Background: an optimization exercise with open tools, aiming at small area, a short achievable clock period and few clock cycles. Do not read the settings as production practice. Power figures rest on the tool's default switching activity, not on a simulated workload.

== lane 1 ==
Design process, start of the top module:
module process(
  input clk,
  input rst,
  input [23:0] in_pix,
  output reg [5:0] row, col,
  output reg out_we,
  output reg [23:0] out_pix,
  output reg mirror_done,
  output reg gray_done,
  output reg filter_done
);
Settings: LEC_CHECK=0, ABC_CLOCK_PERIOD_IN_PS=2500, CAP_MARGIN=20, CORE_MARGIN=2, CORE_UTILIZATION=40, CTS_CLUSTER_DIAMETER=120, CTS_CLUSTER_SIZE=25, SETUP_SLACK_MARGIN=5, SLEW_MARGIN=20, TNS_END_PERCENT=0; clock period 8.0 ns.
run.sh (not shown) runs the stock make flow with config.mk's settings and CLKGATE_MAP_FILE= SYNTH_SCRIPT=/design/flow/synth_recipe.tcl, a recipe that flattens the netlist after the stock synthesis.
Input-level comparison between lane 2 and lane 1:
==> flow/flow/run.sh (new file) <==
#!/bin/bash
set -euo pipefail
bash standard.sh SETUP_SLACK_MARGIN=5.35 MATCH_CELL_FOOTPRINT=0 finish > standard_flow.log 2>&1
==> flow/standard.sh (new file) <==
#!/bin/bash
# synth_recipe.tcl (not shown) runs the flow's synth.tcl, then flattens the netlist and writes it again
# the make line also repeats each setting of config.mk as NAME=value (left out here)
make -C /OpenROAD-flow-scripts/flow DESIGN_CONFIG=/design/flow/config.mk WORK_HOME=/design/flow/orfs CLKGATE_MAP_FILE= SYNTH_SCRIPT=/design/flow/synth_recipe.tcl "${@:-finish}"
-- flow/config.mk --
<<< lane 1, line 14
export SETUP_SLACK_MARGIN = 5
>>> lane 2, line 14
removed: flow/run.sh
[summary]
- Total stage count of the critical path delta for lane 2 relative to lane 1: 9 lower
- Compared lane 2 vs lane 1, and wire length of the first global-routing pass is up in lane 2.
- On core utilization of the finished layout: between lane 2 and lane 1, it ends up higher for lane 2.
- Routed length on met2: lane 2 vs lane 1 up about 1.6%
- In the final reports, the cell area of lane 2 is larger than that of lane 1.
- Looking at lane 2 and lane 1, the final cell count is a wash.
- Lane 2 vs lane 1 — net switching power climbed by a few percent
- Lane 1 → lane 2: worst setup slack went up, total power went up, fraction of power consumed by combinational cells went up.
- Of lane 2 and lane 1, the lower minimum clock period after layout belongs to lane 2.
No run of this note included a check of the RTL's function; only the layout flow was run.

* * *

## the previous run
The RTL this note starts from:
==> flow/design.v <==
`timescale 1ns / 1ps
module process(
  input clk,
  input rst,
  input [23:0] in_pix,
  output reg [5:0] row, col,
  output reg out_we,
  output reg [23:0] out_pix,
  output reg mirror_done,
  output reg gray_done,
  output reg filter_done
);
localparam integer K  = 4;             
localparam integer NS = 64 / K;        
localparam integer LS = 2 * K + 2;     
localparam [1:0] ST_MIR = 2'd0, ST_GRAY = 2'd1, ST_SHP = 2'd2, ST_DONE = 2'd3;
localparam [2:0] WS_PIX = 3'd0, WS_GRAY = 3'd1, WS_TOP = 3'd2, WS_LAST = 3'd3,
                 WS_LASTF = 3'd4, WS_S = 3'd5, WS_HOLD = 3'd6;
reg [1:0]  stage;
reg [12:0] cnt;       
reg [4:0]  slot;      
wire [12:0] inc = cnt + ((stage == ST_SHP && cnt[6]) ? 13'd64 : 13'd1);
wire [6:0]  sc = cnt[6:0];
wire [4:0]  strip = cnt[11:7];
wire        c64 = sc[6];
wire        c0 = (sc == 7'd0);
wire        s_first = (strip == 0);
wire        s_last = (strip == NS - 1);
wire        s_virt = (strip == NS);
reg [5:0] n_row, n_col;
reg       n_we;
reg [2:0] n_wsel;
reg       n_sr, n_virt, n_proc, n_swap, n_jk;
reg [1:0]  x_stage;
reg [12:0] x_cnt;
reg [4:0]  x_slot;
reg [1:0] hs, lo, cs;
wire [3:0] sm1 = strip[3:0] - 1'b1, sp1 = strip[3:0] + 1'b1;
always @* begin
  n_row = 0; n_col = 0; n_we = 0; n_wsel = WS_S;
  n_sr = 0; n_virt = 0; n_proc = 0; n_swap = 0; n_jk = 0;
  x_stage = stage; x_cnt = cnt; x_slot = slot;
  hs = 0; lo = 0; cs = 0;
  case (stage)
    ST_MIR: begin
      n_row = (slot == 5'd1) ? ~{1'b0, cnt[10:6]} : {1'b0, cnt[10:6]};
      n_col = cnt[5:0];
      n_we  = (slot != 5'd0);
      n_wsel = WS_PIX;
      if (slot == 5'd2) begin
        x_slot = 0;
        x_cnt = inc;
        if (cnt[10:0] == 11'h7ff) begin
          x_stage = ST_GRAY;
          x_cnt = 13'h1fff;
        end
      end else
        x_slot = slot + 1'b1;
    end
    ST_GRAY: begin
      if (!slot[0]) begin
        n_row = inc[11:6];
        n_col = inc[5:0];
        n_wsel = WS_GRAY;
        x_slot = 1;
      end else begin
        n_row = cnt[11:6];
        n_col = cnt[5:0];
        n_we = !cnt[12];
        n_wsel = WS_HOLD;
        x_slot = 0;
        x_cnt = inc;
        if (cnt == 13'h0fff) begin
          x_stage = ST_SHP;
          x_cnt = 0;
        end
      end
    end
    ST_SHP: begin
      hs = 2'd0; lo = 2'd0; cs = 2'd0;
      case (slot[3:0])
        4'd0: begin                                    
          lo = 2'd1; n_sr = 1; n_virt = c64 || s_virt;
        end
        4'd1: begin                                    
          n_sr = 1; n_virt = c64 || s_virt;
          n_wsel = (s_virt || (s_last && !c0)) ? WS_LASTF : WS_LAST;
        end
        4'd2: begin                                    
          n_wsel = WS_HOLD; lo = 2'd3;
          if (c0) begin hs = 2'd1; cs = 2'd3; n_we = !s_first; end
          else begin cs = 2'd2; n_we = (sc != 7'd1); end
        end
        4'd3: begin                                    
          hs = 2'd1; lo = 2'd3; n_sr = 1; n_virt = c64 || s_first;
          n_proc = 1; n_swap = 1;
        end
        4'd4: begin                                    
          hs = 2'd1; lo = 2'd3; n_we = !s_first && !c64; n_wsel = WS_TOP;
        end
        4'd5: begin                                    
          lo = 2'd2; n_sr = 1; n_virt = c64; n_proc = 1;
        end
        4'd6: begin                                    
          cs = 2'd1; n_we = !c0;
        end
        4'd7: begin                                    
          lo = 2'd3; n_sr = 1; n_virt = c64; n_proc = 1; n_jk = 1;
        end
        4'd8: begin                                    
          lo = 2'd1; cs = 2'd1; n_we = !c0;
        end
        4'd9: begin                                    
          hs = 2'd2; n_sr = 1; n_virt = c64 || s_last; n_proc = 1;
        end
        default: begin                                 
          lo = 2'd2; cs = 2'd1; n_we = !c0;
        end
      endcase
      n_row = {(hs == 2'd1) ? sm1 : (hs == 2'd2) ? sp1 : strip[3:0], lo};
      n_col = (cs == 2'd0) ? sc[5:0] : (cs == 2'd1) ? sc[5:0] - 1'b1 :
              (cs == 2'd2) ? sc[5:0] - 2'd2 : 6'd63;
      if (s_virt && slot == 5'd2) begin
        x_stage = ST_DONE;
      end else if (slot == LS) begin
        x_slot = 0;
        x_cnt = inc;
      end else
        x_slot = slot + 1'b1;
    end
    default: ;
  endcase
end
reg t0_sr, t0_virt, t0_proc, t0_swap, t0_jk, t0_c0;
reg t1_sr, t1_virt, t1_proc, t1_swap, t1_jk, t1_c0;
reg t2_proc;
always @(posedge clk) begin
  if (rst) begin
    stage <= ST_MIR;
    cnt <= 0;
    slot <= 5'd1;                    
    row <= 0; col <= 0; out_we <= 0;
    mirror_done <= 0; gray_done <= 0; filter_done <= 0;
    t0_sr <= 0; t0_virt <= 0; t0_proc <= 0; t0_swap <= 0; t0_jk <= 0; t0_c0 <= 0;
  end else begin
    stage <= x_stage; cnt <= x_cnt; slot <= x_slot;
    row <= n_row; col <= n_col; out_we <= n_we;
    mirror_done <= (stage != ST_MIR);
    gray_done <= stage[1];
    filter_done <= (stage == ST_DONE);
    t0_sr <= n_sr; t0_virt <= n_virt; t0_proc <= n_proc;
    t0_swap <= n_swap; t0_jk <= n_jk; t0_c0 <= c0;
  end
end
always @(posedge clk) begin
  t1_sr <= t0_sr; t1_virt <= t0_virt; t1_proc <= t0_proc && t0_sr;
  t1_swap <= t0_swap; t1_jk <= t0_jk; t1_c0 <= t0_c0;
  t2_proc <= t1_proc;
end
reg  [23:0] cap;
wire [7:0] ir = in_pix[23:16];
wire [7:0] cr = cap[23:16], cg = cap[15:8], cb = cap[7:0];
wire [7:0] ig = in_pix[15:8], ib = in_pix[7:0];
reg  rg, rb, gb;                  
wire [7:0] c_mx = (rg && rb) ? cr : (gb ? cg : cb);
wire [7:0] c_mn = (!rg && !rb) ? cr : (!gb ? cg : cb);
wire [8:0] gsum = c_mx + c_mn;
wire [7:0] gval = gsum[8:1];
reg  [7:0]  gu, gm;               
reg  [7:0]  gl_cur, gl_prev;      
reg  [9:0]  vr;                   
reg  [10:0] tr;                   
reg  [9:0]  ra [0:K-1];           
reg  [9:0]  rv [0:K-1];           
wire [7:0]  gnew = t1_virt ? 8'd0 : cap[15:8];
wire [9:0]  vsum = gu + gm + gnew;
wire [9:0]  vold = t1_c0 ? 10'd0 : rv[0];
wire [12:0] tval = {2'b00, gm, 3'b000} + {4'b0000, gm, 1'b0} - {3'b000, vold};
wire [11:0] anew = {1'b0, tr} - {2'b00, vr};
wire [9:0]  asat = anew[11] ? 10'd0 : (anew[10] ? 10'd1023 : anew[9:0]);
wire [10:0] sraw = {1'b0, ra[0]} - {1'b0, vr};
wire [7:0]  sclamp = sraw[10] ? 8'd0 : (|sraw[9:8] ? 8'd255 : sraw[7:0]);
integer e;
always @(posedge clk) begin
  cap <= in_pix;
  rg <= ir >= ig;
  rb <= ir >= ib;
  gb <= ig >= ib;
  vr <= vsum;
  tr <= tval[12] ? 11'd0 : (tval[11] ? 11'd2047 : tval[10:0]);
  if (t1_sr) begin
    gu <= gm;
    gm <= t1_swap ? gu : gnew;
  end
  if (t1_sr && t1_jk) begin
    gl_prev <= gl_cur;
    gl_cur <= gnew;
  end
  if (t2_proc) begin
    for (e = 0; e < K - 1; e = e + 1) begin
      ra[e] <= ra[e + 1];
      rv[e] <= rv[e + 1];
    end
    ra[K - 1] <= asat;
    rv[K - 1] <= vr;
  end
  case (n_wsel)
    WS_PIX:   out_pix <= in_pix;
    WS_GRAY:  out_pix <= {8'd0, gval, 8'd0};
    WS_TOP:   out_pix <= {8'd0, ir, 8'd0};
    WS_LAST:  out_pix <= {sclamp, gl_prev, 8'd0};
    WS_LASTF: out_pix <= {8'd0, sclamp, 8'd0};
    WS_HOLD:  out_pix <= out_pix;
    default:  out_pix <= {8'd0, sclamp, 8'd0};
  endcase
end
endmodule
Settings: LEC_CHECK=0, ABC_CLOCK_PERIOD_IN_PS=2500, CAP_MARGIN=20, CORE_MARGIN=2, CORE_UTILIZATION=40, SETUP_SLACK_MARGIN=5, SLEW_MARGIN=20; clock period 8.0 ns.
standard.sh (not shown) runs the stock make flow with config.mk's settings and CLKGATE_MAP_FILE= SYNTH_SCRIPT=/design/flow/synth_recipe.tcl, a recipe that flattens the netlist after the stock synthesis.
==> flow/flow/run.sh <==
#!/bin/bash
set -euo pipefail
bash standard.sh SETUP_SLACK_MARGIN=5.6 finish > standard_flow.log 2>&1
--- input diff the previous run..the current run ---
==> flow/run.sh (new file) <==
#!/bin/bash
# synth_recipe.tcl (not shown) runs the flow's synth.tcl, then flattens the netlist and writes it again
# the make line also repeats each setting of config.mk as NAME=value (left out here)
make -C /OpenROAD-flow-scripts/flow DESIGN_CONFIG=/design/flow/config.mk WORK_HOME=/design/flow/orfs CLKGATE_MAP_FILE= SYNTH_SCRIPT=/design/flow/synth_recipe.tcl finish
removed: flow/flow/run.sh
removed: flow/standard.sh
- Relative to the previous run, portion of total power attributed to combinational logic has decreased by 2.7 points in the current run.
- The current run and the previous run ended up with roughly the same clock distribution area overhead in the final layout.
- Average size of a mapped cell across the current run and the previous run: no real change.
- On post-route non-filler standard cell count, the lower figure sits with the current run, not the previous run.
- Share of total power in the clock network in the current run is 0.8 points below the previous run.
- The previous run has higher area taken by flip-flops and latches than the current run.
- From the previous run to the current run the numbers moved as follows: final instance area now smaller; register clock-pin slew on the reported worst setup and hold paths comparable.
- Of the current run and the previous run, the run reporting the lower max-slew headroom at the worst pin was the previous run.
No run of this note included a check of the RTL's function; only the layout flow was run.

## port drivers added, routing unchanged
In the flow no input, the clock included, has a driving cell. The finished layouts below were timed again as built, in two steps. Step 1 sets driving cells, clkbuf_16 on the clock port and buf_2 on the other inputs (assumed; they add their load-dependent delay and slew). Step 2 adds t to the input delays and takes it off the output delays; t is the mean of the earliest and latest rising clock arrival at the registers after step 1. Input paths then give back, and output paths get back, about the clock's delay inside the block. Slacks: ideal / step 1 / step 2; pairs: ideal / step 1.
run | t (ns) | setup slack, ns | worst register clock-pin slew, ns
lane 1 | 0.536 | 4.931 / 4.890 / 4.555 | 0.10 / 0.10
lane 2 | 0.520 | 5.033 / 4.986 / 5.025 | 0.11 / 0.11
the previous run | 0.572 | 4.866 / 4.866 / 4.856 | 0.07 / 0.07
the current run | 0.577 | 4.859 / 4.859 / 4.546 | 0.06 / 0.06
After both steps every run listed still meets setup and hold. For lane 1, which loses most, drivers alone change the setup slack by -0.041 ns; drivers and shift together by -0.376 ns.
